This design comes from an exercise in tuning for small area and a short achievable clock period on the open sky130 flow, not from production work. Where RTL was checked, it was by simulation tests only, not by an equivalence proof against the original. No activity file was given, so power comes from the tool's default toggle rates.

== wip/quartz ==
==> flow/design.v (excerpt) <==
module filter(
    clock,
    reset,
    Data_In,
    Data_Out
    );
Size: about 27 I/O pins, about 12000 sq um of cells after synthesis.
clock: 12.5 ns
lec_check: 0
abc_clock_period_in_ps: 3000
cap_margin: 20
core_margin: 2
core_utilization: 40
cts_buf_list: sky130_fd_sc_hd__clkbuf_8
cts_cluster_diameter: 60
cts_cluster_size: 14
slew_margin: 20
synth_hierarchical: 1
standard.sh (not shown) runs the stock make flow with config.mk's settings and CLKGATE_MAP_FILE= SYNTH_SCRIPT=/design/flow/synth_recipe.tcl, a recipe that flattens the netlist after the stock synthesis.
==> flow/flow/run.sh <==
#!/bin/bash
# The standard layout (standard.sh) with three changes: synthesis runs
# flow/synth.tcl (synth_recipe.tcl without adder-cell extraction in the output
# adder's small modules), the port buffers are sky130_fd_sc_hd__buf_2 cells,
# and timing repair aims for more setup slack than config.mk may ask for.
# Logs: standard.log here; ORFS's own logs under orfs/logs.
set -euo pipefail
export SETUP_SLACK_MARGIN=5.5
export BUFFER_PORTS_ARGS="-buffer_cell sky130_fd_sc_hd__buf_2"
sed "s#SYNTH_SCRIPT=[^ ]*#SYNTH_SCRIPT=$PWD/flow/synth.tcl#" standard.sh > own_standard.sh
grep -q "SYNTH_SCRIPT=$PWD/flow/synth.tcl" own_standard.sh
bash own_standard.sh > standard.log 2>&1
==> flow/flow/synth.tcl <==
# synth_recipe.tcl (the standard synthesis), except that full and half adder
# cells are extracted only in filter, fir_fa and fir_ha: the one-cell modules,
# of the output adder and its fir_pg* modules are left to ABC as they are.
proc synth {args} { yosys synth -nofsm -noshare {*}$args }
proc extract_fa {args} { yosys extract_fa {*}$args filter fir_fa fir_ha }
source $::env(SCRIPTS_DIR)/synth.tcl
# left out here: clear keep_hierarchy, flatten, clean up, hide names made inside functions, write 1_2_yosys.v
wip/quartz | stages: all done | timing, DRC, antenna: all pass
For wip/raven, these inputs were changed with respect to wip/quartz:
--- a/flow/flow/run.sh
+++ b/flow/flow/run.sh
@@ -4,3 +4,4 @@
 # adder's small modules), the port buffers are sky130_fd_sc_hd__buf_2 cells,
-# and timing repair aims for more setup slack than config.mk may ask for.
+# timing repair aims for more setup slack than config.mk may ask for, and
+# clock tree synthesis inserts no dummy loads.
 # Logs: standard.log here; ORFS's own logs under orfs/logs.
@@ -8,2 +9,3 @@
 export SETUP_SLACK_MARGIN=5.5
+export CTS_ARGS="-sink_clustering_enable -repair_clock_nets -dont_use_dummy_load -sink_clustering_size 14 -sink_clustering_max_diameter 60 -buf_list sky130_fd_sc_hd__clkbuf_8"
 export BUFFER_PORTS_ARGS="-buffer_cell sky130_fd_sc_hd__buf_2"
Notes after the runs:
- wip/raven: no failed stages, no open violations at the end
- Against wip/quartz, wip/raven comes in 0.79 points lower on post-synthesis to final-layout area growth.
- Total overflow reported by the global router came out exactly the same in wip/quartz and wip/raven.
- On final setup slack of the worst path, wip/quartz and wip/raven are neck and neck.
- Per the comparison of wip/raven with wip/quartz, number of global-route vias before repair essentially unchanged, design area decreased 0.73%.
--- input diff wip/raven..wip/delta ---
--- a/flow/flow/run.sh
+++ b/flow/flow/run.sh
@@ -9,3 +9,3 @@
 export SETUP_SLACK_MARGIN=5.5
-export CTS_ARGS="-sink_clustering_enable -repair_clock_nets -dont_use_dummy_load -sink_clustering_size 14 -sink_clustering_max_diameter 60 -buf_list sky130_fd_sc_hd__clkbuf_8"
+export CTS_ARGS="-sink_clustering_enable -repair_clock_nets -dont_use_dummy_load -sink_clustering_size 30 -sink_clustering_max_diameter 80 -buf_list sky130_fd_sc_hd__clkbuf_16"
 export BUFFER_PORTS_ARGS="-buffer_cell sky130_fd_sc_hd__buf_2"
Findings:
wip/delta reached the end of the flow, and the finished layout is clean on the timing, design-rule and antenna checks.
wip/raven went all the way through the flow, and no timing, DRC or antenna check failed.
Total internal power (wip/delta vs. wip/raven) increases slightly
The overall power after layout was comparable across wip/raven and wip/delta.
There was hardly any difference in sequential share of layout area between wip/delta and wip/raven.
--- input diff wip/delta..wip/onyx ---
==> flow/flow/run.sh <==
#!/bin/bash
# The standard layout (standard.sh) with three changes: synthesis runs
# flow/synth.tcl (synth_recipe.tcl without adder-cell extraction in the output
# adder's small modules), the port buffers are sky130_fd_sc_hd__buf_2 cells,
# and timing repair aims for more setup slack than config.mk may ask for.
# Logs: standard.log here; ORFS's own logs under orfs/logs.
set -euo pipefail
export SETUP_SLACK_MARGIN=5.2
export BUFFER_PORTS_ARGS="-buffer_cell sky130_fd_sc_hd__buf_2"
sed "s#SYNTH_SCRIPT=[^ ]*#SYNTH_SCRIPT=$PWD/flow/synth.tcl#" standard.sh > own_standard.sh
grep -q "SYNTH_SCRIPT=$PWD/flow/synth.tcl" own_standard.sh
bash own_standard.sh > standard.log 2>&1
Total wirelength of the detailed-routed design: wip/onyx vs wip/delta up about 0.4%
Shortest clock period the worst path allows after layout for wip/onyx is higher than for wip/delta.
Diff wip/onyx..wip/delta | met1 demand-to-capacity share in global routing | negligible
No functional check of the RTL was part of any run of this note.

* * *

== run A ==
filter, a different RTL version from the one above (not shown whole).
Size in the first run: about 870 cells after synthesis, roughly 260 flip-flops, ~27 I/O pins, roughly 0.012 sq mm of cells after synthesis.
clock: 12.5 ns
lec_check: 0
abc_clock_period_in_ps: 3000
cap_margin: 20
core_margin: 2
core_utilization: 75
place_density: 0.85
slew_margin: 20
synth_hierarchical: 1
==> flow/flow/run.sh <==
#!/bin/bash
# The standard layout (standard.sh) with four changes:
#  - synthesis runs flow/synth.tcl: synth_recipe.tcl, except that adder cells
#    are not extracted inside the output adder's small modules;
#  - the port buffers are sky130_fd_sc_hd__buf_2 cells;
#  - timing repair aims for more setup slack than config.mk may ask for;
#  - clock tree synthesis uses clkbuf_16 clusters of up to 30 sinks and
#    inserts no dummy loads.
# Logs: standard.log here; ORFS's own logs under orfs/logs.
set -euo pipefail
export SETUP_SLACK_MARGIN=5.95
export CTS_ARGS="-sink_clustering_enable -repair_clock_nets -dont_use_dummy_load -sink_clustering_size 30 -sink_clustering_max_diameter 80 -buf_list sky130_fd_sc_hd__clkbuf_16"
export BUFFER_PORTS_ARGS="-buffer_cell sky130_fd_sc_hd__buf_2"
sed "s#SYNTH_SCRIPT=[^ ]*#SYNTH_SCRIPT=$PWD/flow/synth.tcl#" standard.sh > own_standard.sh
grep -q "SYNTH_SCRIPT=$PWD/flow/synth.tcl" own_standard.sh
bash own_standard.sh > standard.log 2>&1
Scripts as last shown in full above: flow/flow/synth.tcl
Run A went all the way through synthesis, placement and routing and the layout is clean on timing, DRC and antenna.
Relative to run A, the following input files were edited for run B:
--- a/flow/flow/run.sh
+++ b/flow/flow/run.sh
@@ -11 +11 @@
-export SETUP_SLACK_MARGIN=5.95
+export SETUP_SLACK_MARGIN=5.5
==> notes.md <==
Summary of run B over run A: worst setup slack moved down; maximum number of pins on one net before global-route repair moved down; final hold slack moved up; cell internal power dissipation moved down.
Run B vs run A, post-detailed-placement half-perimeter wirelength went up by about 2%.
On run B: multi-input logic area is 3.5% lower than what run A gave.
Run B vs run A: aggregate routed wire length down by more than 10%
Sequential share of layout area (run B over run A): increase, 1.6 points
The following lists how run C was set up differently from run B:
--- a/flow/flow/run.sh
+++ b/flow/flow/run.sh
@@ -11 +11 @@
-export SETUP_SLACK_MARGIN=5.5
+export SETUP_SLACK_MARGIN=5.75
### Flow results
- Run C vs run B — total power climbed by a few percent
- Of run C and run B, the higher number of vias per cell belongs to run C.
- The final reports for run C and run B show combinational share of power higher in the former.
- Run B has higher slew at the pin with the worst max-slew slack than run C.
- The faster design of the two is run C; run B tops out lower.
No functional check of the RTL was part of any run of this note.

* * *

filter, a different RTL version from the one above (not shown whole).
For scale: about 800 cells after synthesis, about 27 I/O pins, ~12000 um^2 of cells after synthesis.
clock: 12.5 ns
lec_check: 0
abc_clock_period_in_ps: 3000
cap_margin: 20
core_margin: 2
core_utilization: 40
cts_buf_list: sky130_fd_sc_hd__clkbuf_8
cts_cluster_diameter: 60
cts_cluster_size: 14
setup_slack_margin: 5
slew_margin: 20
synth_hierarchical: 1
run.sh (not shown) runs the stock make flow with config.mk's settings and CLKGATE_MAP_FILE= SYNTH_SCRIPT=/design/flow/synth_recipe.tcl, a recipe that flattens the netlist after the stock synthesis.
Stock flow here: none of the scripts above is used.
The first run went through all stages and came out clean.
Edit:
==> flow/flow/run.sh (new file) <==
#!/bin/bash
set -euo pipefail
export SETUP_SLACK_MARGIN=6.5
bash standard.sh > standard.log 2>&1
==> flow/standard.sh (new file) <==
#!/bin/bash
# synth_recipe.tcl (not shown) runs the flow's synth.tcl, then flattens the netlist and writes it again
# the make line also repeats each setting of config.mk as NAME=value (left out here)
make -C /OpenROAD-flow-scripts/flow DESIGN_CONFIG=/design/flow/config.mk WORK_HOME=/design/flow/orfs CLKGATE_MAP_FILE= SYNTH_SCRIPT=/design/flow/synth_recipe.tcl "${@:-finish}"
- ABC_CLOCK_PERIOD_IN_PS: 3000 -> not set
- CTS_BUF_LIST: sky130_fd_sc_hd__clkbuf_8 -> sky130_fd_sc_hd__clkbuf_4
- CTS_CLUSTER_DIAMETER: 60 -> not set
- CTS_CLUSTER_SIZE: 14 -> not set
- SETUP_SLACK_MARGIN: 5 -> not set
removed: flow/run.sh
Outcome: The new run produced a clean layout; core utilization is higher by 4.5 points; setup slack gains 0.18 ns; critical path depth grows by 3; first-iteration DRC count fell by a few percent; cell area rises by roughly a tenth; global-route usage climbs by 1.1 points.
Edit:
==> flow/run.sh (new file) <==
#!/bin/bash
# synth_recipe.tcl (not shown) runs the flow's synth.tcl, then flattens the netlist and writes it again
# the make line also repeats each setting of config.mk as NAME=value (left out here)
make -C /OpenROAD-flow-scripts/flow DESIGN_CONFIG=/design/flow/config.mk WORK_HOME=/design/flow/orfs CLKGATE_MAP_FILE= SYNTH_SCRIPT=/design/flow/synth_recipe.tcl finish
- ABC_CLOCK_PERIOD_IN_PS: not set -> 3000
- SETUP_SLACK_MARGIN: not set -> 5
removed: flow/flow/run.sh
removed: flow/standard.sh
Non-clock buffer count is lower by 43.
Worst hold slack is about the same.
Die area stays the same.
Wire length is lower by 5.7%.
Final area is lower by 6.3%.
Fmax is lower by 1.7%.
Core utilization is lower by 3.1 points.
Edit:
- ABC_CLOCK_PERIOD_IN_PS: 3000 -> not set
- SETUP_SLACK_MARGIN: 5 -> not set
Core utilization goes down by 0.27 points.
Power goes down slightly.
Routed wire length goes down slightly.

* * *

filter, a different RTL version from the one above (not shown whole).
For scale: ~840 cells after synthesis, ~27 I/O pins, roughly 12000 sq um of cells after synthesis.
Design filter, start of the top module:
module filter(
    clock,
    reset,
    Data_In,
    Data_Out
    );
    input clock,
          reset;
    input  [7:0] Data_In;
    output [16:0] Data_Out;
    reg  [7:0] x1;
    reg  [7:0] x2;
    reg  [7:0] x3;
    reg  [7:0] x4;
    reg  [7:0] x5;
    reg  [7:0] x6;
    reg  [7:0] x7;
    reg  [7:0] x8;
    reg  [7:0] x9;
    reg  [7:0] x10;
    reg  [7:0] x11;
    reg  [7:0] x12;
    reg  [7:0] x13;
    reg  [7:0] x14;
    reg  [7:0] x15;
    reg  [7:0] x16;
    reg  [7:0] x17;
    reg  [7:0] x18;
    reg  [7:0] x19;
    reg  [7:0] x20;
    reg  [7:0] x21;
    reg  [7:0] x22;
    reg  [7:0] x23;
    reg  [7:0] x24;
    reg  [7:0] x25;
    reg  [7:0] x26;
    reg  [7:0] x27;
    reg  [7:0] x28;
    reg  [7:0] x29;
    reg  [7:0] x30;
    reg  [4:0] age;      
    reg  [16:0] S;       
    always @(posedge clock) begin
        x1 <= reset ? 8'd0 : Data_In;
        x2 <= x1;
        x3 <= x2;
        x4 <= x3;
        x5 <= x4;
        x6 <= x5;
        x7 <= x6;
        x8 <= x7;
        x9 <= (reset || age < 5'd8) ? 8'd0 : x8;
        x10 <= reset ? 8'd0 : x9;
  ...
export LEC_CHECK = 0
export ABC_CLOCK_PERIOD_IN_PS = 3000
export CAP_MARGIN = 20
export CORE_MARGIN = 2
export CORE_UTILIZATION = 40
export CTS_BUF_LIST = sky130_fd_sc_hd__clkbuf_8
export CTS_CLUSTER_DIAMETER = 60
export CTS_CLUSTER_SIZE = 14
export SLEW_MARGIN = 20
export SYNTH_HIERARCHICAL = 1
create_clock -name core_clock -period 12.5 [get_ports {clock}]
standard.sh (not shown) runs the stock make flow with config.mk's settings and CLKGATE_MAP_FILE= SYNTH_SCRIPT=/design/flow/synth_recipe.tcl, a recipe that flattens the netlist after the stock synthesis.
==> flow/flow/run.sh <==
#!/bin/bash
# The standard layout (standard.sh) with three changes: synthesis runs
# flow/synth.tcl (synth_recipe.tcl without adder-cell extraction in the output
# adder's small modules), the port buffers are sky130_fd_sc_hd__buf_2 cells,
# and timing repair aims for more setup slack than config.mk may ask for.
# Logs: standard.log here; ORFS's own logs under orfs/logs.
set -euo pipefail
export SETUP_SLACK_MARGIN=5.5
export BUFFER_PORTS_ARGS="-buffer_cell sky130_fd_sc_hd__buf_2"
sed "s#SYNTH_SCRIPT=[^ ]*#SYNTH_SCRIPT=$PWD/flow/synth.tcl#" standard.sh > own_standard.sh
grep -q "SYNTH_SCRIPT=$PWD/flow/synth.tcl" own_standard.sh
bash own_standard.sh > standard.log 2>&1
==> flow/flow/synth.tcl <==
# synth_recipe.tcl (the standard synthesis), except that full and half adder
# cells are extracted only in filter, fir_fa and fir_ha: the one-cell modules
# of the output adder and its fir_pg* modules are left to ABC as they are.
proc synth {args} { yosys synth -nofsm -noshare {*}$args }
proc extract_fa {args} { yosys extract_fa {*}$args filter fir_fa fir_ha }
source $::env(SCRIPTS_DIR)/synth.tcl
# left out here: clear keep_hierarchy, flatten, clean up, hide names made inside functions, write 1_2_yosys.v
Edit:
==> flow/flow/run.sh (replaced) <==
#!/bin/bash
# The standard layout (standard.sh), except that the port buffers are
# sky130_fd_sc_hd__buf_2 cells instead of the flow's default choice of buffer,
# and timing repair aims for more setup slack than config.mk may ask for.
# standard.sh's output goes to standard.log; ORFS's own logs are under orfs/logs.
set -euo pipefail
export SETUP_SLACK_MARGIN=5.5
export BUFFER_PORTS_ARGS="-buffer_cell sky130_fd_sc_hd__buf_2"
bash standard.sh > standard.log 2>&1
removed: flow/flow/synth.tcl
Effect: Register-to-register slack gets worse by 0.04 ns; synthesized area came out lower by 0.69%; clock power barely changes.
No run of this note included a check of the RTL's function; only the layout flow was run.

* * *

Another version of the RTL of filter (not shown whole).
Size in the first run: about 820 cells after synthesis, ~27 I/O pins, roughly 0.012 mm² of cells after synthesis.
clock: 12.5 ns
lec_check: 0
cap_margin: 20
core_margin: 2
core_utilization: 40
slew_margin: 20
synth_hierarchical: 1
run.sh (not shown) runs the stock make flow with config.mk's settings and CLKGATE_MAP_FILE= SYNTH_SCRIPT=/design/flow/synth_recipe.tcl, a recipe that flattens the netlist after the stock synthesis.
Stock flow here: none of the scripts above is used.
==> next run, changes <==
==> flow/flow/run.sh (new file) <==
#!/bin/bash
# The standard layout (standard.sh), except that the port buffers are
# sky130_fd_sc_hd__buf_2 cells instead of the flow's default choice of buffer.
# standard.sh's output goes to standard.log; ORFS's own logs are under orfs/logs.
set -euo pipefail
export BUFFER_PORTS_ARGS="-buffer_cell sky130_fd_sc_hd__buf_2"
bash standard.sh > standard.log 2>&1
==> flow/standard.sh (new file) <==
#!/bin/bash
# synth_recipe.tcl (not shown) runs the flow's synth.tcl, then flattens the netlist and writes it again
# the make line also repeats each setting of config.mk as NAME=value (left out here)
make -C /OpenROAD-flow-scripts/flow DESIGN_CONFIG=/design/flow/config.mk WORK_HOME=/design/flow/orfs CLKGATE_MAP_FILE= SYNTH_SCRIPT=/design/flow/synth_recipe.tcl "${@:-finish}"
ABC_CLOCK_PERIOD_IN_PS = 3000   (was not set)
CTS_BUF_LIST = sky130_fd_sc_hd__clkbuf_8   (was not set)
CTS_CLUSTER_DIAMETER = 60   (was not set)
CTS_CLUSTER_SIZE = 14   (was not set)
SETUP_SLACK_MARGIN = 5   (was not set)
removed: flow/run.sh
Outcome: The changed run went through all stages and came out clean; die area is unchanged; setup slack gets better by 1100 ps; fmax goes up by 14%; design area fell by 4.6%; critical path depth is unchanged; routed wire length hardly moves; first-iteration DRC count rose by 12%.
Function was not checked in any run of this note: the RTL went through the layout flow alone.

==> re-timing with driven ports <==
The flow's constraints put no driver on any port. The routed layouts listed below were extracted and timed again, unchanged, in two steps. Step 1 sets driving cells, clkbuf_16 on the clock port and buf_2 on the other inputs (assumed; they add their load-dependent delay and slew). Step 2 adds t to the input delays and takes it off the output delays; t is the mean of the earliest and latest rising clock arrival at the registers after step 1. Input paths then give back, and output paths get back, about the clock's delay inside the block. Slacks: ideal / step 1 / step 2; pairs: ideal / step 1.
| run | t, ns | setup slack, ns | hold slack, ns | worst setup path at the end |
|---|---|---|---|---|
| wip/quartz | 0.599 | 5.587 / 5.562 / 5.562 | 0.314 / 0.314 / 0.314 | input to output |
| wip/raven | 0.585 | 5.588 / 5.563 / 5.563 | 0.300 / 0.300 / 0.300 | input to output |
| wip/delta | 0.515 | 5.592 / 5.571 / 5.571 | 0.313 / 0.313 / 0.313 | input to output |
| wip/onyx | 0.600 | 5.415 / 5.391 / 5.391 | 0.311 / 0.311 / 0.311 | input to output |
| run A | 0.512 | 5.637 / 5.589 / 5.589 | 0.303 / 0.303 / 0.303 | input to output |
| run B | 0.506 | 5.599 / 5.570 / 5.570 | 0.329 / 0.329 / 0.329 | input to output |
| run C | 0.504 | 5.630 / 5.602 / 5.602 | 0.299 / 0.299 / 0.299 | input to output |
| the first run of note 3 | 0.580 | 5.075 / 5.054 / 5.054 | 0.325 / 0.325 / 0.325 | input to output |
| the second run of note 3 | 0.690 | 5.256 / 5.198 / 5.198 | 0.309 / 0.309 / 0.309 | input to output |
| the third run of note 3 | 0.673 | 5.133 / 5.109 / 5.109 | 0.309 / 0.309 / 0.309 | input to output |
| the fourth run of note 3 | 0.672 | 4.254 / 4.228 / 4.228 | 0.309 / 0.309 / 0.309 | input to output |
| the first run of note 4 | 0.580 | 5.565 / 5.535 / 5.535 | 0.326 / 0.326 / 0.326 | input to output |
| the second run of note 4 | 0.581 | 5.427 / 5.369 / 5.369 | 0.321 / 0.321 / 0.321 | input to output |
| the first run of note 5 | 0.573 | 3.996 / 3.963 / 3.963 | 0.324 / 0.324 / 0.324 | input to output |
| the second run of note 5 | 0.579 | 5.068 / 5.019 / 5.019 | 0.322 / 0.322 / 0.322 | input to output |
After both steps setup and hold are still met in every run listed.
